This design comes from an exercise in tuning for small area on the open sky130 flow, not from production work.
For this run, only the layout was checked, not whether the RTL still works.
No activity file was given, so power comes from the tool's default toggle rates.

[flow/run.sh]
#!/bin/bash
# synth_recipe.tcl (not shown) runs the flow's synth.tcl, then flattens the netlist and writes it again
# the make line also repeats each setting of config.mk as NAME=value (left out here)
make -C /OpenROAD-flow-scripts/flow DESIGN_CONFIG=/design/flow/config.mk WORK_HOME=/design/flow/orfs CLKGATE_MAP_FILE= SYNTH_SCRIPT=/design/flow/synth_recipe.tcl finish
[flow/config.mk]
export PLATFORM = sky130hd
export DESIGN_NAME = pipelined_complex_mult
export DESIGN_NICKNAME = pipelined_complex_mult
export VERILOG_FILES = /design/flow/design.v
export SDC_FILE = /design/flow/constraint.sdc
export NUM_CORES = 4
export LEC_CHECK = 0
export CAP_MARGIN = 20
export CORE_MARGIN = 2
export CORE_UTILIZATION = 40
export SLEW_MARGIN = 20
export SYNTH_HIERARCHICAL = 1
[flow/constraint.sdc]
create_clock -name core_clock -period 5.0 [get_ports {clk}]
set_input_delay 1.0000 -clock core_clock [delete_from_list [all_inputs] [get_ports {clk}]]
set_output_delay 1.0000 -clock core_clock [all_outputs]
set_load 0.01 [all_outputs]
[flow/design.v]
`timescale 1ns / 1ps
module pipelined_complex_mult (
    input clk,
    input rst,
    input signed [7:0] a,
    input signed [7:0] b,
    input signed [7:0] c,
    input signed [7:0] d,
    output reg signed [16:0] real_out,
    output reg signed [16:0] imag_out
);
reg [7:0] a1, b1, c1, d1, a2, b2, c2, d2, a3, b3, c3, d3;
reg v1, v2, v3;
always @(posedge clk, posedge rst)
begin
    if (rst) begin
        v1 <= 1'b0; v2 <= 1'b0; v3 <= 1'b0;
    end else begin
        v1 <= 1'b1; v2 <= v1; v3 <= v2;
    end
end
always @(posedge clk)
begin
    a1 <= a; b1 <= b; c1 <= c; d1 <= d;
    a2 <= a1; b2 <= b1; c2 <= c1; d2 <= d1;
    a3 <= a2; b3 <= b2; c3 <= c2; d3 <= d2;
end
wire [7:0] ga = a3 & {8{v3}};
wire [7:0] gb = b3 & {8{v3}};
wire re_p1 = ~(ga[0] & c3[0]);
wire re_p2 = ~(ga[0] & c3[1]);
wire re_p3 = ~(ga[0] & c3[2]);
wire re_p4 = ~(ga[0] & c3[3]);
wire re_p5 = ~(ga[0] & c3[4]);
wire re_p6 = ~(ga[0] & c3[5]);
wire re_p7 = ~(ga[0] & c3[6]);
wire re_p8 = (ga[0] & c3[7]);
wire re_p9 = ~(ga[1] & c3[0]);
wire re_p10 = ~(ga[1] & c3[1]);
wire re_p11 = ~(ga[1] & c3[2]);
wire re_p12 = ~(ga[1] & c3[3]);
wire re_p13 = ~(ga[1] & c3[4]);
wire re_p14 = ~(ga[1] & c3[5]);
wire re_p15 = ~(ga[1] & c3[6]);
wire re_p16 = (ga[1] & c3[7]);
wire re_p17 = ~(ga[2] & c3[0]);
wire re_p18 = ~(ga[2] & c3[1]);
wire re_p19 = ~(ga[2] & c3[2]);
wire re_p20 = ~(ga[2] & c3[3]);
wire re_p21 = ~(ga[2] & c3[4]);
wire re_p22 = ~(ga[2] & c3[5]);
wire re_p23 = ~(ga[2] & c3[6]);
wire re_p24 = (ga[2] & c3[7]);
wire re_p25 = ~(ga[3] & c3[0]);
wire re_p26 = ~(ga[3] & c3[1]);
wire re_p27 = ~(ga[3] & c3[2]);
wire re_p28 = ~(ga[3] & c3[3]);
wire re_p29 = ~(ga[3] & c3[4]);
wire re_p30 = ~(ga[3] & c3[5]);
wire re_p31 = ~(ga[3] & c3[6]);
wire re_p32 = (ga[3] & c3[7]);
wire re_p33 = ~(ga[4] & c3[0]);
wire re_p34 = ~(ga[4] & c3[1]);
wire re_p35 = ~(ga[4] & c3[2]);
wire re_p36 = ~(ga[4] & c3[3]);
wire re_p37 = ~(ga[4] & c3[4]);
wire re_p38 = ~(ga[4] & c3[5]);
wire re_p39 = ~(ga[4] & c3[6]);
wire re_p40 = (ga[4] & c3[7]);
wire re_p41 = ~(ga[5] & c3[0]);
wire re_p42 = ~(ga[5] & c3[1]);
wire re_p43 = ~(ga[5] & c3[2]);
wire re_p44 = ~(ga[5] & c3[3]);
wire re_p45 = ~(ga[5] & c3[4]);
wire re_p46 = ~(ga[5] & c3[5]);
wire re_p47 = ~(ga[5] & c3[6]);
wire re_p48 = (ga[5] & c3[7]);
wire re_p49 = ~(ga[6] & c3[0]);
wire re_p50 = ~(ga[6] & c3[1]);
wire re_p51 = ~(ga[6] & c3[2]);
wire re_p52 = ~(ga[6] & c3[3]);
wire re_p53 = ~(ga[6] & c3[4]);
wire re_p54 = ~(ga[6] & c3[5]);
wire re_p55 = ~(ga[6] & c3[6]);
wire re_p56 = (ga[6] & c3[7]);
wire re_p57 = (ga[7] & c3[0]);
wire re_p58 = (ga[7] & c3[1]);
wire re_p59 = (ga[7] & c3[2]);
wire re_p60 = (ga[7] & c3[3]);
wire re_p61 = (ga[7] & c3[4]);
wire re_p62 = (ga[7] & c3[5]);
wire re_p63 = (ga[7] & c3[6]);
wire re_p64 = ~(ga[7] & c3[7]);
wire re_p65 = (gb[0] & d3[0]);
wire re_p66 = (gb[0] & d3[1]);
wire re_p67 = (gb[0] & d3[2]);
wire re_p68 = (gb[0] & d3[3]);
wire re_p69 = (gb[0] & d3[4]);
wire re_p70 = (gb[0] & d3[5]);
wire re_p71 = (gb[0] & d3[6]);
wire re_p72 = ~(gb[0] & d3[7]);
wire re_p73 = (gb[1] & d3[0]);
wire re_p74 = (gb[1] & d3[1]);
wire re_p75 = (gb[1] & d3[2]);
wire re_p76 = (gb[1] & d3[3]);
wire re_p77 = (gb[1] & d3[4]);
wire re_p78 = (gb[1] & d3[5]);
wire re_p79 = (gb[1] & d3[6]);
wire re_p80 = ~(gb[1] & d3[7]);
wire re_p81 = (gb[2] & d3[0]);
wire re_p82 = (gb[2] & d3[1]);
wire re_p83 = (gb[2] & d3[2]);
wire re_p84 = (gb[2] & d3[3]);
wire re_p85 = (gb[2] & d3[4]);
wire re_p86 = (gb[2] & d3[5]);
wire re_p87 = (gb[2] & d3[6]);
wire re_p88 = ~(gb[2] & d3[7]);
wire re_p89 = (gb[3] & d3[0]);
wire re_p90 = (gb[3] & d3[1]);
wire re_p91 = (gb[3] & d3[2]);
wire re_p92 = (gb[3] & d3[3]);
wire re_p93 = (gb[3] & d3[4]);
wire re_p94 = (gb[3] & d3[5]);
wire re_p95 = (gb[3] & d3[6]);
wire re_p96 = ~(gb[3] & d3[7]);
wire re_p97 = (gb[4] & d3[0]);
wire re_p98 = (gb[4] & d3[1]);
wire re_p99 = (gb[4] & d3[2]);
wire re_p100 = (gb[4] & d3[3]);
wire re_p101 = (gb[4] & d3[4]);
wire re_p102 = (gb[4] & d3[5]);
wire re_p103 = (gb[4] & d3[6]);
wire re_p104 = ~(gb[4] & d3[7]);
wire re_p105 = (gb[5] & d3[0]);
wire re_p106 = (gb[5] & d3[1]);
wire re_p107 = (gb[5] & d3[2]);
wire re_p108 = (gb[5] & d3[3]);
wire re_p109 = (gb[5] & d3[4]);
wire re_p110 = (gb[5] & d3[5]);
wire re_p111 = (gb[5] & d3[6]);
wire re_p112 = ~(gb[5] & d3[7]);
wire re_p113 = (gb[6] & d3[0]);
wire re_p114 = (gb[6] & d3[1]);
wire re_p115 = (gb[6] & d3[2]);
wire re_p116 = (gb[6] & d3[3]);
wire re_p117 = (gb[6] & d3[4]);
wire re_p118 = (gb[6] & d3[5]);
wire re_p119 = (gb[6] & d3[6]);
wire re_p120 = ~(gb[6] & d3[7]);
wire re_p121 = ~(gb[7] & d3[0]);
wire re_p122 = ~(gb[7] & d3[1]);
wire re_p123 = ~(gb[7] & d3[2]);
wire re_p124 = ~(gb[7] & d3[3]);
wire re_p125 = ~(gb[7] & d3[4]);
wire re_p126 = ~(gb[7] & d3[5]);
wire re_p127 = ~(gb[7] & d3[6]);
wire re_p128 = (gb[7] & d3[7]);
wire re_s129, re_c130;
cm_fa u_re_s129 (.x(re_p1), .y(re_p65), .z(1'b0), .s(re_s129), .c(re_c130));
wire re_s131, re_c132;
cm_fa u_re_s131 (.x(re_p2), .y(re_p9), .z(re_p66), .s(re_s131), .c(re_c132));
wire re_s133, re_c134;
cm_fa u_re_s133 (.x(re_p73), .y(1'b0), .z(re_c130), .s(re_s133), .c(re_c134));
wire re_s135, re_c136;
cm_fa u_re_s135 (.x(re_p3), .y(re_p10), .z(re_p17), .s(re_s135), .c(re_c136));
wire re_s137, re_c138;
cm_fa u_re_s137 (.x(re_p67), .y(re_p74), .z(re_p81), .s(re_s137), .c(re_c138));
wire re_s139, re_c140;
cm_fa u_re_s139 (.x(1'b0), .y(re_c132), .z(re_s135), .s(re_s139), .c(re_c140));
wire re_s141, re_c142;
cm_fa u_re_s141 (.x(re_s137), .y(re_c134), .z(re_s139), .s(re_s141), .c(re_c142));
wire re_s143, re_c144;
cm_fa u_re_s143 (.x(re_p4), .y(re_p11), .z(re_p18), .s(re_s143), .c(re_c144));
wire re_s145, re_c146;
cm_fa u_re_s145 (.x(re_p25), .y(re_p68), .z(re_p75), .s(re_s145), .c(re_c146));
wire re_s147, re_c148;
cm_fa u_re_s147 (.x(re_p82), .y(re_p89), .z(1'b0), .s(re_s147), .c(re_c148));
wire re_s149, re_c150;
cm_fa u_re_s149 (.x(re_c136), .y(re_c138), .z(re_s143), .s(re_s149), .c(re_c150));
wire re_s151, re_c152;
cm_fa u_re_s151 (.x(re_s145), .y(re_s147), .z(re_c140), .s(re_s151), .c(re_c152));
wire re_s153, re_c154;
cm_fa u_re_s153 (.x(re_s149), .y(re_c142), .z(re_s151), .s(re_s153), .c(re_c154));
wire re_s155, re_c156;
cm_fa u_re_s155 (.x(re_p5), .y(re_p12), .z(re_p19), .s(re_s155), .c(re_c156));
wire re_s157, re_c158;
cm_fa u_re_s157 (.x(re_p26), .y(re_p33), .z(re_p69), .s(re_s157), .c(re_c158));
wire re_s159, re_c160;
cm_fa u_re_s159 (.x(re_p76), .y(re_p83), .z(re_p90), .s(re_s159), .c(re_c160));
wire re_s161, re_c162;
cm_fa u_re_s161 (.x(re_p97), .y(1'b0), .z(re_c144), .s(re_s161), .c(re_c162));
wire re_s163, re_c164;
cm_fa u_re_s163 (.x(re_c146), .y(re_c148), .z(re_s155), .s(re_s163), .c(re_c164));
wire re_s165, re_c166;
cm_fa u_re_s165 (.x(re_s157), .y(re_s159), .z(re_c150), .s(re_s165), .c(re_c166));
wire re_s167, re_c168;
cm_fa u_re_s167 (.x(re_s161), .y(re_s163), .z(re_c152), .s(re_s167), .c(re_c168));
wire re_s169, re_c170;
cm_fa u_re_s169 (.x(re_s165), .y(re_c154), .z(re_s167), .s(re_s169), .c(re_c170));
wire re_s171, re_c172;
cm_fa u_re_s171 (.x(re_p6), .y(re_p13), .z(re_p20), .s(re_s171), .c(re_c172));
wire re_s173, re_c174;
cm_fa u_re_s173 (.x(re_p27), .y(re_p34), .z(re_p41), .s(re_s173), .c(re_c174));
wire re_s175, re_c176;
cm_fa u_re_s175 (.x(re_p70), .y(re_p77), .z(re_p84), .s(re_s175), .c(re_c176));
wire re_s177, re_c178;
cm_fa u_re_s177 (.x(re_p91), .y(re_p98), .z(re_p105), .s(re_s177), .c(re_c178));
wire re_s179, re_c180;
cm_fa u_re_s179 (.x(1'b0), .y(re_c156), .z(re_c158), .s(re_s179), .c(re_c180));
wire re_s181, re_c182;
cm_fa u_re_s181 (.x(re_c160), .y(re_s171), .z(re_s173), .s(re_s181), .c(re_c182));
wire re_s183, re_c184;
cm_fa u_re_s183 (.x(re_s175), .y(re_s177), .z(re_c162), .s(re_s183), .c(re_c184));
wire re_s185, re_c186;
cm_fa u_re_s185 (.x(re_c164), .y(re_s179), .z(re_s181), .s(re_s185), .c(re_c186));
wire re_s187, re_c188;
cm_fa u_re_s187 (.x(re_c166), .y(re_s183), .z(re_s185), .s(re_s187), .c(re_c188));
wire re_s189, re_c190;
cm_fa u_re_s189 (.x(re_c168), .y(re_s187), .z(re_c170), .s(re_s189), .c(re_c190));
wire re_s191, re_c192;
cm_fa u_re_s191 (.x(re_p7), .y(re_p14), .z(re_p21), .s(re_s191), .c(re_c192));
wire re_s193, re_c194;
cm_fa u_re_s193 (.x(re_p28), .y(re_p35), .z(re_p42), .s(re_s193), .c(re_c194));
wire re_s195, re_c196;
cm_fa u_re_s195 (.x(re_p49), .y(re_p71), .z(re_p78), .s(re_s195), .c(re_c196));
wire re_s197, re_c198;
cm_fa u_re_s197 (.x(re_p85), .y(re_p92), .z(re_p99), .s(re_s197), .c(re_c198));
wire re_s199, re_c200;
cm_fa u_re_s199 (.x(re_p106), .y(re_p113), .z(1'b0), .s(re_s199), .c(re_c200));
wire re_s201, re_c202;
cm_fa u_re_s201 (.x(re_c172), .y(re_c174), .z(re_c176), .s(re_s201), .c(re_c202));
wire re_s203, re_c204;
cm_fa u_re_s203 (.x(re_c178), .y(re_s191), .z(re_s193), .s(re_s203), .c(re_c204));
wire re_s205, re_c206;
cm_fa u_re_s205 (.x(re_s195), .y(re_s197), .z(re_s199), .s(re_s205), .c(re_c206));
wire re_s207, re_c208;
cm_fa u_re_s207 (.x(re_c180), .y(re_c182), .z(re_s201), .s(re_s207), .c(re_c208));
wire re_s209, re_c210;
cm_fa u_re_s209 (.x(re_s203), .y(re_s205), .z(re_c184), .s(re_s209), .c(re_c210));
wire re_s211, re_c212;
cm_fa u_re_s211 (.x(re_c186), .y(re_s207), .z(re_s209), .s(re_s211), .c(re_c212));
wire re_s213, re_c214;
cm_fa u_re_s213 (.x(re_c188), .y(re_s211), .z(re_c190), .s(re_s213), .c(re_c214));
wire re_s215, re_c216;
cm_fa u_re_s215 (.x(re_p8), .y(re_p15), .z(re_p22), .s(re_s215), .c(re_c216));
wire re_s217, re_c218;
cm_fa u_re_s217 (.x(re_p29), .y(re_p36), .z(re_p43), .s(re_s217), .c(re_c218));
wire re_s219, re_c220;
cm_fa u_re_s219 (.x(re_p50), .y(re_p57), .z(re_p72), .s(re_s219), .c(re_c220));
wire re_s221, re_c222;
cm_fa u_re_s221 (.x(re_p79), .y(re_p86), .z(re_p93), .s(re_s221), .c(re_c222));
wire re_s223, re_c224;
cm_fa u_re_s223 (.x(re_p100), .y(re_p107), .z(re_p114), .s(re_s223), .c(re_c224));
wire re_s225, re_c226;
cm_fa u_re_s225 (.x(re_p121), .y(1'b0), .z(re_c192), .s(re_s225), .c(re_c226));
wire re_s227, re_c228;
cm_fa u_re_s227 (.x(re_c194), .y(re_c196), .z(re_c198), .s(re_s227), .c(re_c228));
wire re_s229, re_c230;
cm_fa u_re_s229 (.x(re_c200), .y(re_s215), .z(re_s217), .s(re_s229), .c(re_c230));
wire re_s231, re_c232;
cm_fa u_re_s231 (.x(re_s219), .y(re_s221), .z(re_s223), .s(re_s231), .c(re_c232));
wire re_s233, re_c234;
cm_fa u_re_s233 (.x(re_c202), .y(re_c204), .z(re_c206), .s(re_s233), .c(re_c234));
wire re_s235, re_c236;
cm_fa u_re_s235 (.x(re_s225), .y(re_s227), .z(re_s229), .s(re_s235), .c(re_c236));
wire re_s237, re_c238;
cm_fa u_re_s237 (.x(re_s231), .y(re_c208), .z(re_s233), .s(re_s237), .c(re_c238));
wire re_s239, re_c240;
cm_fa u_re_s239 (.x(re_s235), .y(re_c210), .z(re_s237), .s(re_s239), .c(re_c240));
wire re_s241, re_c242;
cm_fa u_re_s241 (.x(re_c212), .y(re_s239), .z(re_c214), .s(re_s241), .c(re_c242));
wire re_s243, re_c244;
cm_fa u_re_s243 (.x(re_p16), .y(re_p23), .z(re_p30), .s(re_s243), .c(re_c244));
wire re_s245, re_c246;
cm_fa u_re_s245 (.x(re_p37), .y(re_p44), .z(re_p51), .s(re_s245), .c(re_c246));
wire re_s247, re_c248;
cm_fa u_re_s247 (.x(re_p58), .y(re_p80), .z(re_p87), .s(re_s247), .c(re_c248));
wire re_s249, re_c250;
cm_fa u_re_s249 (.x(re_p94), .y(re_p101), .z(re_p108), .s(re_s249), .c(re_c250));
wire re_s251, re_c252;
cm_fa u_re_s251 (.x(re_p115), .y(re_p122), .z(1'b0), .s(re_s251), .c(re_c252));
wire re_s253, re_c254;
cm_fa u_re_s253 (.x(re_c216), .y(re_c218), .z(re_c220), .s(re_s253), .c(re_c254));
wire re_s255, re_c256;
cm_fa u_re_s255 (.x(re_c222), .y(re_c224), .z(re_s243), .s(re_s255), .c(re_c256));
wire re_s257, re_c258;
cm_fa u_re_s257 (.x(re_s245), .y(re_s247), .z(re_s249), .s(re_s257), .c(re_c258));
wire re_s259, re_c260;
cm_fa u_re_s259 (.x(re_s251), .y(re_c226), .z(re_c228), .s(re_s259), .c(re_c260));
wire re_s261, re_c262;
cm_fa u_re_s261 (.x(re_c230), .y(re_c232), .z(re_s253), .s(re_s261), .c(re_c262));
wire re_s263, re_c264;
cm_fa u_re_s263 (.x(re_s255), .y(re_s257), .z(re_c234), .s(re_s263), .c(re_c264));
wire re_s265, re_c266;
cm_fa u_re_s265 (.x(re_s259), .y(re_c236), .z(re_s261), .s(re_s265), .c(re_c266));
wire re_s267, re_c268;
cm_fa u_re_s267 (.x(re_c238), .y(re_s263), .z(re_s265), .s(re_s267), .c(re_c268));
wire re_s269, re_c270;
cm_fa u_re_s269 (.x(re_c240), .y(re_s267), .z(re_c242), .s(re_s269), .c(re_c270));
wire re_s271, re_c272;
cm_fa u_re_s271 (.x(re_p24), .y(re_p31), .z(re_p38), .s(re_s271), .c(re_c272));
wire re_s273, re_c274;
cm_fa u_re_s273 (.x(re_p45), .y(re_p52), .z(re_p59), .s(re_s273), .c(re_c274));
wire re_s275, re_c276;
cm_fa u_re_s275 (.x(re_p88), .y(re_p95), .z(re_p102), .s(re_s275), .c(re_c276));
wire re_s277, re_c278;
cm_fa u_re_s277 (.x(re_p109), .y(re_p116), .z(re_p123), .s(re_s277), .c(re_c278));
wire re_s279, re_c280;
cm_fa u_re_s279 (.x(re_c244), .y(re_c246), .z(re_c248), .s(re_s279), .c(re_c280));
wire re_s281, re_c282;
cm_fa u_re_s281 (.x(re_c250), .y(re_c252), .z(re_s271), .s(re_s281), .c(re_c282));
wire re_s283, re_c284;
cm_fa u_re_s283 (.x(re_s273), .y(re_s275), .z(re_s277), .s(re_s283), .c(re_c284));
wire re_s285, re_c286;
cm_fa u_re_s285 (.x(re_c254), .y(re_c256), .z(re_c258), .s(re_s285), .c(re_c286));
wire re_s287, re_c288;
cm_fa u_re_s287 (.x(re_s279), .y(re_s281), .z(re_s283), .s(re_s287), .c(re_c288));
wire re_s289, re_c290;
cm_fa u_re_s289 (.x(re_c260), .y(re_c262), .z(re_s285), .s(re_s289), .c(re_c290));
wire re_s291, re_c292;
cm_fa u_re_s291 (.x(re_s287), .y(re_c264), .z(re_c266), .s(re_s291), .c(re_c292));
wire re_s293, re_c294;
cm_fa u_re_s293 (.x(re_s289), .y(re_c268), .z(re_s291), .s(re_s293), .c(re_c294));
wire re_s295, re_c296;
cm_fa u_re_s295 (.x(re_p32), .y(re_p39), .z(re_p46), .s(re_s295), .c(re_c296));
wire re_s297, re_c298;
cm_fa u_re_s297 (.x(re_p53), .y(re_p60), .z(re_p96), .s(re_s297), .c(re_c298));
wire re_s299, re_c300;
cm_fa u_re_s299 (.x(re_p103), .y(re_p110), .z(re_p117), .s(re_s299), .c(re_c300));
wire re_s301, re_c302;
cm_fa u_re_s301 (.x(re_p124), .y(re_c272), .z(re_c274), .s(re_s301), .c(re_c302));
wire re_s303, re_c304;
cm_fa u_re_s303 (.x(re_c276), .y(re_c278), .z(re_s295), .s(re_s303), .c(re_c304));
wire re_s305, re_c306;
cm_fa u_re_s305 (.x(re_s297), .y(re_s299), .z(re_c280), .s(re_s305), .c(re_c306));
wire re_s307, re_c308;
cm_fa u_re_s307 (.x(re_c282), .y(re_c284), .z(re_s301), .s(re_s307), .c(re_c308));
wire re_s309, re_c310;
cm_fa u_re_s309 (.x(re_s303), .y(re_c286), .z(re_s305), .s(re_s309), .c(re_c310));
wire re_s311, re_c312;
cm_fa u_re_s311 (.x(re_c288), .y(re_s307), .z(re_c290), .s(re_s311), .c(re_c312));
wire re_s313, re_c314;
cm_fa u_re_s313 (.x(re_s309), .y(re_c292), .z(re_s311), .s(re_s313), .c(re_c314));
wire re_s315, re_c316;
cm_fa u_re_s315 (.x(re_p40), .y(re_p47), .z(re_p54), .s(re_s315), .c(re_c316));
wire re_s317, re_c318;
cm_fa u_re_s317 (.x(re_p61), .y(re_p104), .z(re_p111), .s(re_s317), .c(re_c318));
wire re_s319, re_c320;
cm_fa u_re_s319 (.x(re_p118), .y(re_p125), .z(re_c296), .s(re_s319), .c(re_c320));
wire re_s321, re_c322;
cm_fa u_re_s321 (.x(re_c298), .y(re_c300), .z(re_s315), .s(re_s321), .c(re_c322));
wire re_s323, re_c324;
cm_fa u_re_s323 (.x(re_s317), .y(re_c302), .z(re_c304), .s(re_s323), .c(re_c324));
wire re_s325, re_c326;
cm_fa u_re_s325 (.x(re_s319), .y(re_s321), .z(re_c306), .s(re_s325), .c(re_c326));
wire re_s327, re_c328;
cm_fa u_re_s327 (.x(re_c308), .y(re_s323), .z(re_s325), .s(re_s327), .c(re_c328));
wire re_s329, re_c330;
cm_fa u_re_s329 (.x(re_c310), .y(re_s327), .z(re_c312), .s(re_s329), .c(re_c330));
wire re_s331, re_c332;
cm_fa u_re_s331 (.x(re_p48), .y(re_p55), .z(re_p62), .s(re_s331), .c(re_c332));
wire re_s333, re_c334;
cm_fa u_re_s333 (.x(re_p112), .y(re_p119), .z(re_p126), .s(re_s333), .c(re_c334));
wire re_s335, re_c336;
cm_fa u_re_s335 (.x(re_c316), .y(re_c318), .z(re_s331), .s(re_s335), .c(re_c336));
wire re_s337, re_c338;
cm_fa u_re_s337 (.x(re_s333), .y(re_c320), .z(re_c322), .s(re_s337), .c(re_c338));
wire re_s339, re_c340;
cm_fa u_re_s339 (.x(re_s335), .y(re_c324), .z(re_s337), .s(re_s339), .c(re_c340));
wire re_s341, re_c342;
cm_fa u_re_s341 (.x(re_c326), .y(re_s339), .z(re_c328), .s(re_s341), .c(re_c342));
wire re_s343, re_c344;
cm_fa u_re_s343 (.x(re_p56), .y(re_p63), .z(re_p120), .s(re_s343), .c(re_c344));
wire re_s345, re_c346;
cm_fa u_re_s345 (.x(re_p127), .y(re_c332), .z(re_c334), .s(re_s345), .c(re_c346));
wire re_s347, re_c348;
cm_fa u_re_s347 (.x(re_s343), .y(re_c336), .z(re_s345), .s(re_s347), .c(re_c348));
wire re_s349, re_c350;
cm_fa u_re_s349 (.x(re_c338), .y(re_s347), .z(re_c340), .s(re_s349), .c(re_c350));
wire re_s351, re_c352;
cm_fa u_re_s351 (.x(re_p64), .y(re_p128), .z(re_c344), .s(re_s351), .c(re_c352));
wire re_s353, re_c354;
cm_fa u_re_s353 (.x(re_c346), .y(re_s351), .z(re_c348), .s(re_s353), .c(re_c354));
wire [16:0] re_ra = {1'b0, re_c352, re_c350, re_c342, re_c330, re_c314, re_c294, re_c270, re_s269, re_s241, re_s213, re_s189, re_s169, re_s153, re_s141, re_s131, re_s129};
wire [16:0] re_rb = {1'b1, re_c354, re_s353, re_s349, re_s341, re_s329, re_s313, re_s293, 1'b1, 1'b1, 1'b1, 1'b1, 1'b1, 1'b1, 1'b1, re_s133, 1'b1};
wire [16:0] re_sum;
assign re_sum = ~(re_ra + re_rb + 17'd1);
wire im_p355 = ~(ga[0] & d3[0]);
wire im_p356 = ~(ga[0] & d3[1]);
wire im_p357 = ~(ga[0] & d3[2]);
wire im_p358 = ~(ga[0] & d3[3]);
wire im_p359 = ~(ga[0] & d3[4]);
wire im_p360 = ~(ga[0] & d3[5]);
wire im_p361 = ~(ga[0] & d3[6]);
wire im_p362 = (ga[0] & d3[7]);
wire im_p363 = ~(ga[1] & d3[0]);
wire im_p364 = ~(ga[1] & d3[1]);
wire im_p365 = ~(ga[1] & d3[2]);
wire im_p366 = ~(ga[1] & d3[3]);
wire im_p367 = ~(ga[1] & d3[4]);
wire im_p368 = ~(ga[1] & d3[5]);
wire im_p369 = ~(ga[1] & d3[6]);
wire im_p370 = (ga[1] & d3[7]);
wire im_p371 = ~(ga[2] & d3[0]);
wire im_p372 = ~(ga[2] & d3[1]);
wire im_p373 = ~(ga[2] & d3[2]);
wire im_p374 = ~(ga[2] & d3[3]);
wire im_p375 = ~(ga[2] & d3[4]);
wire im_p376 = ~(ga[2] & d3[5]);
wire im_p377 = ~(ga[2] & d3[6]);
wire im_p378 = (ga[2] & d3[7]);
wire im_p379 = ~(ga[3] & d3[0]);
wire im_p380 = ~(ga[3] & d3[1]);
wire im_p381 = ~(ga[3] & d3[2]);
wire im_p382 = ~(ga[3] & d3[3]);
wire im_p383 = ~(ga[3] & d3[4]);
wire im_p384 = ~(ga[3] & d3[5]);
wire im_p385 = ~(ga[3] & d3[6]);
wire im_p386 = (ga[3] & d3[7]);
wire im_p387 = ~(ga[4] & d3[0]);
wire im_p388 = ~(ga[4] & d3[1]);
wire im_p389 = ~(ga[4] & d3[2]);
wire im_p390 = ~(ga[4] & d3[3]);
wire im_p391 = ~(ga[4] & d3[4]);
wire im_p392 = ~(ga[4] & d3[5]);
wire im_p393 = ~(ga[4] & d3[6]);
wire im_p394 = (ga[4] & d3[7]);
wire im_p395 = ~(ga[5] & d3[0]);
wire im_p396 = ~(ga[5] & d3[1]);
wire im_p397 = ~(ga[5] & d3[2]);
wire im_p398 = ~(ga[5] & d3[3]);
wire im_p399 = ~(ga[5] & d3[4]);
wire im_p400 = ~(ga[5] & d3[5]);
wire im_p401 = ~(ga[5] & d3[6]);
wire im_p402 = (ga[5] & d3[7]);
wire im_p403 = ~(ga[6] & d3[0]);
wire im_p404 = ~(ga[6] & d3[1]);
wire im_p405 = ~(ga[6] & d3[2]);
wire im_p406 = ~(ga[6] & d3[3]);
wire im_p407 = ~(ga[6] & d3[4]);
wire im_p408 = ~(ga[6] & d3[5]);
wire im_p409 = ~(ga[6] & d3[6]);
wire im_p410 = (ga[6] & d3[7]);
wire im_p411 = (ga[7] & d3[0]);
wire im_p412 = (ga[7] & d3[1]);
wire im_p413 = (ga[7] & d3[2]);
wire im_p414 = (ga[7] & d3[3]);
wire im_p415 = (ga[7] & d3[4]);
wire im_p416 = (ga[7] & d3[5]);
wire im_p417 = (ga[7] & d3[6]);
wire im_p418 = ~(ga[7] & d3[7]);
wire im_p419 = ~(gb[0] & c3[0]);
wire im_p420 = ~(gb[0] & c3[1]);
wire im_p421 = ~(gb[0] & c3[2]);
wire im_p422 = ~(gb[0] & c3[3]);
wire im_p423 = ~(gb[0] & c3[4]);
wire im_p424 = ~(gb[0] & c3[5]);
wire im_p425 = ~(gb[0] & c3[6]);
wire im_p426 = (gb[0] & c3[7]);
wire im_p427 = ~(gb[1] & c3[0]);
wire im_p428 = ~(gb[1] & c3[1]);
wire im_p429 = ~(gb[1] & c3[2]);
wire im_p430 = ~(gb[1] & c3[3]);
wire im_p431 = ~(gb[1] & c3[4]);
wire im_p432 = ~(gb[1] & c3[5]);
wire im_p433 = ~(gb[1] & c3[6]);
wire im_p434 = (gb[1] & c3[7]);
wire im_p435 = ~(gb[2] & c3[0]);
wire im_p436 = ~(gb[2] & c3[1]);
wire im_p437 = ~(gb[2] & c3[2]);
wire im_p438 = ~(gb[2] & c3[3]);
wire im_p439 = ~(gb[2] & c3[4]);
wire im_p440 = ~(gb[2] & c3[5]);
wire im_p441 = ~(gb[2] & c3[6]);
wire im_p442 = (gb[2] & c3[7]);
wire im_p443 = ~(gb[3] & c3[0]);
wire im_p444 = ~(gb[3] & c3[1]);
wire im_p445 = ~(gb[3] & c3[2]);
wire im_p446 = ~(gb[3] & c3[3]);
wire im_p447 = ~(gb[3] & c3[4]);
wire im_p448 = ~(gb[3] & c3[5]);
wire im_p449 = ~(gb[3] & c3[6]);
wire im_p450 = (gb[3] & c3[7]);
wire im_p451 = ~(gb[4] & c3[0]);
wire im_p452 = ~(gb[4] & c3[1]);
wire im_p453 = ~(gb[4] & c3[2]);
wire im_p454 = ~(gb[4] & c3[3]);
wire im_p455 = ~(gb[4] & c3[4]);
wire im_p456 = ~(gb[4] & c3[5]);
wire im_p457 = ~(gb[4] & c3[6]);
wire im_p458 = (gb[4] & c3[7]);
wire im_p459 = ~(gb[5] & c3[0]);
wire im_p460 = ~(gb[5] & c3[1]);
wire im_p461 = ~(gb[5] & c3[2]);
wire im_p462 = ~(gb[5] & c3[3]);
wire im_p463 = ~(gb[5] & c3[4]);
wire im_p464 = ~(gb[5] & c3[5]);
wire im_p465 = ~(gb[5] & c3[6]);
wire im_p466 = (gb[5] & c3[7]);
wire im_p467 = ~(gb[6] & c3[0]);
wire im_p468 = ~(gb[6] & c3[1]);
wire im_p469 = ~(gb[6] & c3[2]);
wire im_p470 = ~(gb[6] & c3[3]);
wire im_p471 = ~(gb[6] & c3[4]);
wire im_p472 = ~(gb[6] & c3[5]);
wire im_p473 = ~(gb[6] & c3[6]);
wire im_p474 = (gb[6] & c3[7]);
wire im_p475 = (gb[7] & c3[0]);
wire im_p476 = (gb[7] & c3[1]);
wire im_p477 = (gb[7] & c3[2]);
wire im_p478 = (gb[7] & c3[3]);
wire im_p479 = (gb[7] & c3[4]);
wire im_p480 = (gb[7] & c3[5]);
wire im_p481 = (gb[7] & c3[6]);
wire im_p482 = ~(gb[7] & c3[7]);
wire im_s483, im_c484;
cm_fa u_im_s483 (.x(im_p356), .y(im_p363), .z(im_p420), .s(im_s483), .c(im_c484));
wire im_s485, im_c486;
cm_fa u_im_s485 (.x(im_p357), .y(im_p364), .z(im_p371), .s(im_s485), .c(im_c486));
wire im_s487, im_c488;
cm_fa u_im_s487 (.x(im_p421), .y(im_p428), .z(im_p435), .s(im_s487), .c(im_c488));
wire im_s489, im_c490;
cm_fa u_im_s489 (.x(im_c484), .y(im_s485), .z(im_s487), .s(im_s489), .c(im_c490));
wire im_s491, im_c492;
cm_fa u_im_s491 (.x(im_p358), .y(im_p365), .z(im_p372), .s(im_s491), .c(im_c492));
wire im_s493, im_c494;
cm_fa u_im_s493 (.x(im_p379), .y(im_p422), .z(im_p429), .s(im_s493), .c(im_c494));
wire im_s495, im_c496;
cm_fa u_im_s495 (.x(im_p436), .y(im_p443), .z(im_c486), .s(im_s495), .c(im_c496));
wire im_s497, im_c498;
cm_fa u_im_s497 (.x(im_c488), .y(im_s491), .z(im_s493), .s(im_s497), .c(im_c498));
wire im_s499, im_c500;
cm_fa u_im_s499 (.x(im_c490), .y(im_s495), .z(im_s497), .s(im_s499), .c(im_c500));
wire im_s501, im_c502;
cm_fa u_im_s501 (.x(im_p359), .y(im_p366), .z(im_p373), .s(im_s501), .c(im_c502));
wire im_s503, im_c504;
cm_fa u_im_s503 (.x(im_p380), .y(im_p387), .z(im_p423), .s(im_s503), .c(im_c504));
wire im_s505, im_c506;
cm_fa u_im_s505 (.x(im_p430), .y(im_p437), .z(im_p444), .s(im_s505), .c(im_c506));
wire im_s507, im_c508;
cm_fa u_im_s507 (.x(im_p451), .y(im_c492), .z(im_c494), .s(im_s507), .c(im_c508));
wire im_s509, im_c510;
cm_fa u_im_s509 (.x(im_s501), .y(im_s503), .z(im_s505), .s(im_s509), .c(im_c510));
wire im_s511, im_c512;
cm_fa u_im_s511 (.x(im_c496), .y(im_c498), .z(im_s507), .s(im_s511), .c(im_c512));
wire im_s513, im_c514;
cm_fa u_im_s513 (.x(im_s509), .y(im_c500), .z(im_s511), .s(im_s513), .c(im_c514));
wire im_s515, im_c516;
cm_fa u_im_s515 (.x(im_p360), .y(im_p367), .z(im_p374), .s(im_s515), .c(im_c516));
wire im_s517, im_c518;
cm_fa u_im_s517 (.x(im_p381), .y(im_p388), .z(im_p395), .s(im_s517), .c(im_c518));
wire im_s519, im_c520;
cm_fa u_im_s519 (.x(im_p424), .y(im_p431), .z(im_p438), .s(im_s519), .c(im_c520));
wire im_s521, im_c522;
cm_fa u_im_s521 (.x(im_p445), .y(im_p452), .z(im_p459), .s(im_s521), .c(im_c522));
wire im_s523, im_c524;
cm_fa u_im_s523 (.x(im_c502), .y(im_c504), .z(im_c506), .s(im_s523), .c(im_c524));
wire im_s525, im_c526;
cm_fa u_im_s525 (.x(im_s515), .y(im_s517), .z(im_s519), .s(im_s525), .c(im_c526));
wire im_s527, im_c528;
cm_fa u_im_s527 (.x(im_s521), .y(im_c508), .z(im_c510), .s(im_s527), .c(im_c528));
wire im_s529, im_c530;
cm_fa u_im_s529 (.x(im_s523), .y(im_s525), .z(im_c512), .s(im_s529), .c(im_c530));
wire im_s531, im_c532;
cm_fa u_im_s531 (.x(im_s527), .y(im_c514), .z(im_s529), .s(im_s531), .c(im_c532));
wire im_s533, im_c534;
cm_fa u_im_s533 (.x(im_p361), .y(im_p368), .z(im_p375), .s(im_s533), .c(im_c534));
wire im_s535, im_c536;
cm_fa u_im_s535 (.x(im_p382), .y(im_p389), .z(im_p396), .s(im_s535), .c(im_c536));
wire im_s537, im_c538;
cm_fa u_im_s537 (.x(im_p403), .y(im_p425), .z(im_p432), .s(im_s537), .c(im_c538));
wire im_s539, im_c540;
cm_fa u_im_s539 (.x(im_p439), .y(im_p446), .z(im_p453), .s(im_s539), .c(im_c540));
wire im_s541, im_c542;
cm_fa u_im_s541 (.x(im_p460), .y(im_p467), .z(im_c516), .s(im_s541), .c(im_c542));
wire im_s543, im_c544;
cm_fa u_im_s543 (.x(im_c518), .y(im_c520), .z(im_c522), .s(im_s543), .c(im_c544));
wire im_s545, im_c546;
cm_fa u_im_s545 (.x(im_s533), .y(im_s535), .z(im_s537), .s(im_s545), .c(im_c546));
wire im_s547, im_c548;
cm_fa u_im_s547 (.x(im_s539), .y(im_c524), .z(im_c526), .s(im_s547), .c(im_c548));
wire im_s549, im_c550;
cm_fa u_im_s549 (.x(im_s541), .y(im_s543), .z(im_s545), .s(im_s549), .c(im_c550));
wire im_s551, im_c552;
cm_fa u_im_s551 (.x(im_c528), .y(im_s547), .z(im_s549), .s(im_s551), .c(im_c552));
wire im_s553, im_c554;
cm_fa u_im_s553 (.x(im_c530), .y(im_s551), .z(im_c532), .s(im_s553), .c(im_c554));
wire im_s555, im_c556;
cm_fa u_im_s555 (.x(im_p362), .y(im_p369), .z(im_p376), .s(im_s555), .c(im_c556));
wire im_s557, im_c558;
cm_fa u_im_s557 (.x(im_p383), .y(im_p390), .z(im_p397), .s(im_s557), .c(im_c558));
wire im_s559, im_c560;
cm_fa u_im_s559 (.x(im_p404), .y(im_p411), .z(im_p426), .s(im_s559), .c(im_c560));
wire im_s561, im_c562;
cm_fa u_im_s561 (.x(im_p433), .y(im_p440), .z(im_p447), .s(im_s561), .c(im_c562));
wire im_s563, im_c564;
cm_fa u_im_s563 (.x(im_p454), .y(im_p461), .z(im_p468), .s(im_s563), .c(im_c564));
wire im_s565, im_c566;
cm_fa u_im_s565 (.x(im_p475), .y(im_c534), .z(im_c536), .s(im_s565), .c(im_c566));
wire im_s567, im_c568;
cm_fa u_im_s567 (.x(im_c538), .y(im_c540), .z(im_s555), .s(im_s567), .c(im_c568));
wire im_s569, im_c570;
cm_fa u_im_s569 (.x(im_s557), .y(im_s559), .z(im_s561), .s(im_s569), .c(im_c570));
wire im_s571, im_c572;
cm_fa u_im_s571 (.x(im_s563), .y(im_c542), .z(im_c544), .s(im_s571), .c(im_c572));
wire im_s573, im_c574;
cm_fa u_im_s573 (.x(im_c546), .y(im_s565), .z(im_s567), .s(im_s573), .c(im_c574));
wire im_s575, im_c576;
cm_fa u_im_s575 (.x(im_s569), .y(im_c548), .z(im_s571), .s(im_s575), .c(im_c576));
wire im_s577, im_c578;
cm_fa u_im_s577 (.x(im_c550), .y(im_s573), .z(im_s575), .s(im_s577), .c(im_c578));
wire im_s579, im_c580;
cm_fa u_im_s579 (.x(im_c552), .y(im_s577), .z(im_c554), .s(im_s579), .c(im_c580));
wire im_s581, im_c582;
cm_fa u_im_s581 (.x(im_p370), .y(im_p377), .z(im_p384), .s(im_s581), .c(im_c582));
wire im_s583, im_c584;
cm_fa u_im_s583 (.x(im_p391), .y(im_p398), .z(im_p405), .s(im_s583), .c(im_c584));
wire im_s585, im_c586;
cm_fa u_im_s585 (.x(im_p412), .y(im_p434), .z(im_p441), .s(im_s585), .c(im_c586));
wire im_s587, im_c588;
cm_fa u_im_s587 (.x(im_p448), .y(im_p455), .z(im_p462), .s(im_s587), .c(im_c588));
wire im_s589, im_c590;
cm_fa u_im_s589 (.x(im_p469), .y(im_p476), .z(im_c556), .s(im_s589), .c(im_c590));
wire im_s591, im_c592;
cm_fa u_im_s591 (.x(im_c558), .y(im_c560), .z(im_c562), .s(im_s591), .c(im_c592));
wire im_s593, im_c594;
cm_fa u_im_s593 (.x(im_c564), .y(im_s581), .z(im_s583), .s(im_s593), .c(im_c594));
wire im_s595, im_c596;
cm_fa u_im_s595 (.x(im_s585), .y(im_s587), .z(im_c566), .s(im_s595), .c(im_c596));
wire im_s597, im_c598;
cm_fa u_im_s597 (.x(im_c568), .y(im_c570), .z(im_s589), .s(im_s597), .c(im_c598));
wire im_s599, im_c600;
cm_fa u_im_s599 (.x(im_s591), .y(im_s593), .z(im_c572), .s(im_s599), .c(im_c600));
wire im_s601, im_c602;
cm_fa u_im_s601 (.x(im_s595), .y(im_c574), .z(im_s597), .s(im_s601), .c(im_c602));
wire im_s603, im_c604;
cm_fa u_im_s603 (.x(im_s599), .y(im_c576), .z(im_s601), .s(im_s603), .c(im_c604));
wire im_s605, im_c606;
cm_fa u_im_s605 (.x(im_c578), .y(im_s603), .z(im_c580), .s(im_s605), .c(im_c606));
wire im_s607, im_c608;
cm_fa u_im_s607 (.x(im_p378), .y(im_p385), .z(im_p392), .s(im_s607), .c(im_c608));
wire im_s609, im_c610;
cm_fa u_im_s609 (.x(im_p399), .y(im_p406), .z(im_p413), .s(im_s609), .c(im_c610));
wire im_s611, im_c612;
cm_fa u_im_s611 (.x(im_p442), .y(im_p449), .z(im_p456), .s(im_s611), .c(im_c612));
wire im_s613, im_c614;
cm_fa u_im_s613 (.x(im_p463), .y(im_p470), .z(im_p477), .s(im_s613), .c(im_c614));
wire im_s615, im_c616;
cm_fa u_im_s615 (.x(1'b0), .y(im_c582), .z(im_c584), .s(im_s615), .c(im_c616));
wire im_s617, im_c618;
cm_fa u_im_s617 (.x(im_c586), .y(im_c588), .z(im_s607), .s(im_s617), .c(im_c618));
wire im_s619, im_c620;
cm_fa u_im_s619 (.x(im_s609), .y(im_s611), .z(im_s613), .s(im_s619), .c(im_c620));
wire im_s621, im_c622;
cm_fa u_im_s621 (.x(im_c590), .y(im_c592), .z(im_c594), .s(im_s621), .c(im_c622));
wire im_s623, im_c624;
cm_fa u_im_s623 (.x(im_s615), .y(im_s617), .z(im_s619), .s(im_s623), .c(im_c624));
wire im_s625, im_c626;
cm_fa u_im_s625 (.x(im_c596), .y(im_c598), .z(im_s621), .s(im_s625), .c(im_c626));
wire im_s627, im_c628;
cm_fa u_im_s627 (.x(im_s623), .y(im_c600), .z(im_c602), .s(im_s627), .c(im_c628));
wire im_s629, im_c630;
cm_fa u_im_s629 (.x(im_s625), .y(im_c604), .z(im_s627), .s(im_s629), .c(im_c630));
wire im_s631, im_c632;
cm_fa u_im_s631 (.x(im_p386), .y(im_p393), .z(im_p400), .s(im_s631), .c(im_c632));
wire im_s633, im_c634;
cm_fa u_im_s633 (.x(im_p407), .y(im_p414), .z(im_p450), .s(im_s633), .c(im_c634));
wire im_s635, im_c636;
cm_fa u_im_s635 (.x(im_p457), .y(im_p464), .z(im_p471), .s(im_s635), .c(im_c636));
wire im_s637, im_c638;
cm_fa u_im_s637 (.x(im_p478), .y(im_c608), .z(im_c610), .s(im_s637), .c(im_c638));
wire im_s639, im_c640;
cm_fa u_im_s639 (.x(im_c612), .y(im_c614), .z(im_s631), .s(im_s639), .c(im_c640));
wire im_s641, im_c642;
cm_fa u_im_s641 (.x(im_s633), .y(im_s635), .z(im_c616), .s(im_s641), .c(im_c642));
wire im_s643, im_c644;
cm_fa u_im_s643 (.x(im_c618), .y(im_c620), .z(im_s637), .s(im_s643), .c(im_c644));
wire im_s645, im_c646;
cm_fa u_im_s645 (.x(im_s639), .y(im_c622), .z(im_s641), .s(im_s645), .c(im_c646));
wire im_s647, im_c648;
cm_fa u_im_s647 (.x(im_c624), .y(im_s643), .z(im_c626), .s(im_s647), .c(im_c648));
wire im_s649, im_c650;
cm_fa u_im_s649 (.x(im_s645), .y(im_c628), .z(im_s647), .s(im_s649), .c(im_c650));
wire im_s651, im_c652;
cm_fa u_im_s651 (.x(im_p394), .y(im_p401), .z(im_p408), .s(im_s651), .c(im_c652));
wire im_s653, im_c654;
cm_fa u_im_s653 (.x(im_p415), .y(im_p458), .z(im_p465), .s(im_s653), .c(im_c654));
wire im_s655, im_c656;
cm_fa u_im_s655 (.x(im_p472), .y(im_p479), .z(im_c632), .s(im_s655), .c(im_c656));
wire im_s657, im_c658;
cm_fa u_im_s657 (.x(im_c634), .y(im_c636), .z(im_s651), .s(im_s657), .c(im_c658));
wire im_s659, im_c660;
cm_fa u_im_s659 (.x(im_s653), .y(im_c638), .z(im_c640), .s(im_s659), .c(im_c660));
wire im_s661, im_c662;
cm_fa u_im_s661 (.x(im_s655), .y(im_s657), .z(im_c642), .s(im_s661), .c(im_c662));
wire im_s663, im_c664;
cm_fa u_im_s663 (.x(im_c644), .y(im_s659), .z(im_s661), .s(im_s663), .c(im_c664));
wire im_s665, im_c666;
cm_fa u_im_s665 (.x(im_c646), .y(im_s663), .z(im_c648), .s(im_s665), .c(im_c666));
wire im_s667, im_c668;
cm_fa u_im_s667 (.x(im_p402), .y(im_p409), .z(im_p416), .s(im_s667), .c(im_c668));
wire im_s669, im_c670;
cm_fa u_im_s669 (.x(im_p466), .y(im_p473), .z(im_p480), .s(im_s669), .c(im_c670));
wire im_s671, im_c672;
cm_fa u_im_s671 (.x(im_c652), .y(im_c654), .z(im_s667), .s(im_s671), .c(im_c672));
wire im_s673, im_c674;
cm_fa u_im_s673 (.x(im_s669), .y(im_c656), .z(im_c658), .s(im_s673), .c(im_c674));
wire im_s675, im_c676;
cm_fa u_im_s675 (.x(im_s671), .y(im_c660), .z(im_s673), .s(im_s675), .c(im_c676));
wire im_s677, im_c678;
cm_fa u_im_s677 (.x(im_c662), .y(im_s675), .z(im_c664), .s(im_s677), .c(im_c678));
wire im_s679, im_c680;
cm_fa u_im_s679 (.x(im_p410), .y(im_p417), .z(im_p474), .s(im_s679), .c(im_c680));
wire im_s681, im_c682;
cm_fa u_im_s681 (.x(im_p481), .y(im_c668), .z(im_c670), .s(im_s681), .c(im_c682));
wire im_s683, im_c684;
cm_fa u_im_s683 (.x(im_s679), .y(im_c672), .z(im_s681), .s(im_s683), .c(im_c684));
wire im_s685, im_c686;
cm_fa u_im_s685 (.x(im_c674), .y(im_s683), .z(im_c676), .s(im_s685), .c(im_c686));
wire im_s687, im_c688;
cm_fa u_im_s687 (.x(im_p418), .y(im_p482), .z(im_c680), .s(im_s687), .c(im_c688));
wire im_s689, im_c690;
cm_fa u_im_s689 (.x(im_c682), .y(im_s687), .z(im_c684), .s(im_s689), .c(im_c690));
wire [16:0] im_ra = {1'b0, im_c688, im_c686, im_c678, im_c666, im_c650, im_c630, im_c606, im_s605, im_s579, im_s553, im_s531, im_s513, im_s499, im_s489, im_p427, im_p355};
wire [16:0] im_rb = {1'b1, im_c690, im_s689, im_s685, im_s677, im_s665, im_s649, im_s629, 1'b1, 1'b1, 1'b1, 1'b1, 1'b1, 1'b1, 1'b1, im_s483, im_p419};
wire [16:0] im_sum;
assign im_sum = ~(im_ra + im_rb + 17'd1);
always @(posedge clk, posedge rst)
begin
    if (rst) begin
        real_out <= 17'd0;
        imag_out <= 17'd0;
    end else begin
        real_out <= re_sum;
        imag_out <= im_sum;
    end
end
endmodule
module cm_fa (input x, input y, input z, output s, output c);
assign s = x ^ y ^ z;
assign c = (x & y) | (x & z) | (y & z);
endmodule
==> results by group <==
Synthesis
  – Netlist cell types: 36
  – Register area share after synthesis: a little under 30%
  – Async set or reset register ratio after synthesis: around 28%
  – Synth Warn #: 7
  – Avg Synthesized Cell Area: 12.0 µm²
  – Yosys top cell by area: fa_1
  – Synth top area share: a little under half
  – Synth top area cells: fa_1 45%, dfxtp_1 20%, dfrtp_1 9.6%, nand2_1 6.4%, and3_1 6.1%
  – Synthesized area: 9670 µm²
  – Synth Instances: slightly above 800
  – Synth Flop Type: dfxtp_1
  – FF+latch count, synth: between 100 and 150
  – EDFF count, synth: 0

Critical path
  – Kind of critical path: reg -> reg
  – Worst Setup End Kind: register
  – Largest stage delay on the critical path: between 0.5 and 0.6 ns
  – Critical path data required time: ~5.3 ns
  – Most used cell, CP: fa_2
  – Worst path cell trace: and2_4 > nand2_2 > fa_1 > fa_2 > fa_2 > fa_2 > fa_2 > fa_2 > fa_2 > fa_2 > fa_2 > nor3_4 > nand4_1 > a31oi_2 > buf_4 > xor2_1
  – Crit path max-delay cell type: fa_1
  – Worst Path Buf+Inv: 1
  – Worst path top cell family by delay: adder cells
  – Crit path max fanout: 7
  – WP data arrival: 5.80 ns
  – Critical Path Source Type: register

Floorplanning
  – Core ar.: between 20,000 and 25,000 µm²
  – Die height: about 160 µm
  – Starting Density: between 40 and 50%
  – # IOs: just under 70
  – Die ar.: 25,400 µm²
  – Site row count: 56
  – Die Width: roughly 160 µm

Placement
  – Setup WS pre-CTS: -0.537 ns
  – Final Wtd Congestion: just over 0.9
  – Buffers on Ports: 67
  – Post-DP HPWL: ~18,000 µm
  – Dpl cell area: roughly 12,000 µm²

Clock tree
  – Hold-fix buffers at CTS: 0
  – Clock root cell: clkbuf_16
  – TritonCTS Buffers: 17
  – CTS tree: yes
  – Worst-path clk slew: around 0.070 ns
  – Clock Path Buffers: 2
  – # H-tree levels: 4
  – TritonCTS Sinks: between 100 and 150
  – Worst-skew pair later-pin latency: 0.43 ns

STA
  – Fmax: between 150 and 200 MHz
  – Fin. Hold Viols: 0
  – # setup viols final: 15
  – PnR worst setup slack: -0.456 ns
  – Tmin final: between 5 and 6 ns
  – Skew final: about 0.015 ns
  – Final Cycle Share: 109%
  – Slew margin rel.: between 60% and 70%
  – Worst-margin pin slew: 0.535 ns
  – Final Max Slew Viols: 0
  – RSZ-0062 raised after global routing: true

Routing
  – WL/cell: roughly 18 µm
  – Vias per cell: about 5.1
  – Vias: around 6,700
  – Post-route ant nets: 0
  – First-pass iteration count of the detailed router: 5
  – Drc violations: 0
  – Initial DRC count: around 450
  – Final WL: 23,800 µm

Run status
  – Outcome: failed layout checks
  – Fail Reasons: setup timing

Finish
  – Util after Layout: a little over half
  – ANT cells: 0
  – Filler cell count: about 2,100
  – Final #Nets: approximately 1,300
  – Non-Filler Cell Area, Final: ~13,000 µm²
  – Layout area overhead: 30.7%
  – Layout cell share with drive strength beyond 1: 23.5%

Power and ir drop
  – Power per Cell Area: approximately 770 nW/µm²
  – P_leak: ~0.0052 µW
  – Max VDD drop: 0.000611 V

Global route
  – Remaining global-route overflow: 0
  – First-pass GRT wire length: a little under 40,000 µm
  – Initial antenna violation count: 0
  – Aggregate global-route resource usage: 20.1%
  – Vias in the first global route: roughly 7,400
  – Largest net degree at the start of global routing: 38

Worst hold path
  – Hold crit path type: reg -> reg

Flow run
  – Maxcap violations: 0
placed cells by master, fill, tap and decap left out, types with 6 or more instances in the layout:
| cell | instances |
|---|---|
| ha_1 | 16 |
| dfxtp_1 | 96 |
| buf_12 | 8 |
| dfrtp_1 | 36 |
| clkbuf_16 | 17 |
| buf_4 | 106 |
| fa_1 | 189 |
| nand2_2 | 7 |
| conb_1 | 11 |
| nand3_1 | 9 |
| fa_2 | 29 |
| nor2_1 | 10 |
| and2_4 | 10 |
| xor2_1 | 12 |
| buf_6 | 16 |
| nand2_1 | 155 |
| inv_1 | 9 |
| clkdlybuf4s50_1 | 67 |
| and3_1 | 95 |
| xnor2_1 | 14 |
| a21oi_1 | 6 |
kinds of logic (layout without fill, tap and decap cells):
family | after synthesis | count (layout) | share of synthesized area (%)
buffers and inverters | 56 | 239 | 2.17
and+or+nand+nor | 319 | 319 | 16.0
other | 2 | 11 | 0.0776
DFF | 133 | 133 | 29.4
xor gates and xnor gates | 27 | 27 | 2.45
AOI/OAI and AO/OA | 33 | 33 | 2.25
adders and majority gates | 237 | 237 | 47.6
flip-flops by register name (all words and copies together), names as in the netlist:
register,flops
imag_out,17
c1,8
d3,8
v1,1
b3,8
a2,8
v2,1
d2,8
a3,8
c3,8
real_out,17
v3,1
b2,8
c2,8
d1,8
a1,8
b1,8
modules after synthesis, one instance, submodules excluded:
module,cells,flip-flops and latches
cm_fa,1,0
pipelined_complex_mult,590,133
repair_timing:
action | in CTS | in global routing
gates resized for setup | 60 | 11
pin swaps | 44 | 18
setup endpoints to repair | 16 | 17
setup buffers | 13 | 4
power by group:
group | internal, µW | switching (µW) | leakage (µW) | total [µW]
registers | 1320 | 63.3 | 0.00124 | 1390
logic | 3760 | 3300 | 0.00369 | 7060
clock network | 759 | 529 | 0.000281 | 1290
total | 5840 | 3890 | 0.00521 | 9740
final timing paths:
kind	startpoint	slack, ns	depth (start not counted)	to
min in group asynchronous	rst	1.01	3	imag_out[4]
worst max register to register	v3	-0.46	16	real_out[12]
worst min register to register	b1[5]	0.32	0	b2[5]
max in group asynchronous	rst	3.61	3	real_out[12]
worst max-delay path	v3	-0.46	16	real_out[12]
worst min-delay path	b1[5]	0.32	0	b2[5]
area by class of cell:
class	count	area [µm²]	area share, %
multi-input cells	627	6960	55.0
flip-flops and latches	133	2850	22.5
repair buffers	197	1810	14.3
clock buffers	20	447	3.53
well taps	319	399	3.16
clock inverters	12	144	1.14
inverters	10	37.5	0.297
metal layers:
metal / wire length [µm] / track usage, % / up-vias
li1: - / - / 2935
met1: 9830 / 27.0 / 3473
met2: 11800 / 33.0 / 273
met3: 1450 / 3.20 / 49
met4: 646 / 7.56 / 2
met5: 52 / 1.52 / -
per-stage QoR:
stage	TNS, ns	hold WS [ns]	total power, µW	instances
after floorplan	-1.22	0.310	5380	816
after global placement	-4.58	0.310	7480	1274
after detailed placement	-5.93	0.312	7510	1274
after CTS	-3.78	0.317	9720	1317
after global routing	-6.68	0.321	10600	1318
final	-3.87	0.319	9740	1318
worst reg2reg max path, delay by kind of cell, from the launching register on:
family	cells	cell delay [ns]
DFF	1	0.46
xor gates and xnor gates	1	0.14
adders and majority gates	9	3.66
AOI/OAI and AO/OA	1	0.28
buffers and inverters	1	0.15
and+or+nand+nor	4	0.64
Yosys cell counts, drive strengths merged (3+ instances only):
library cell    n
fa            218
nand2         166
dfxtp          96
and3           95
clkbuf         46
dfrtp          37
ha             19
and2           15
xnor2          15
xor2           12
nand3          11
nor2           11
inv            10
a21oi           9
nor3            7
o21ai           6
a21o            5
a31oi           5
nand4           5
nor2b           3

[port drivers added, routing unchanged]
How much do the figures lean on ideal ports? The routed layout below was timed once more, with nothing changed but the port constraints. Step 1: set_driving_cell puts a clkbuf_16 on clk and a buf_2 on each other input, an assumption about the parent block. Step 2 adds t to the input delays and takes it off the output delays; t is the mean of the earliest and latest rising clock arrival at the registers after step 1. Input paths then give back, and output paths get back, about the clock's delay inside the block. Three values: no drivers, after step 1, after step 2; two values: the first two.
t, ns: 0.474
setup WS [ns]: -0.456 / -0.456 / -0.456
latest minus earliest clock arrival (ns): 0.016 / 0.016
The setup slack of this run moves by 0.000 ns with the drivers and by 0.000 ns with both steps.
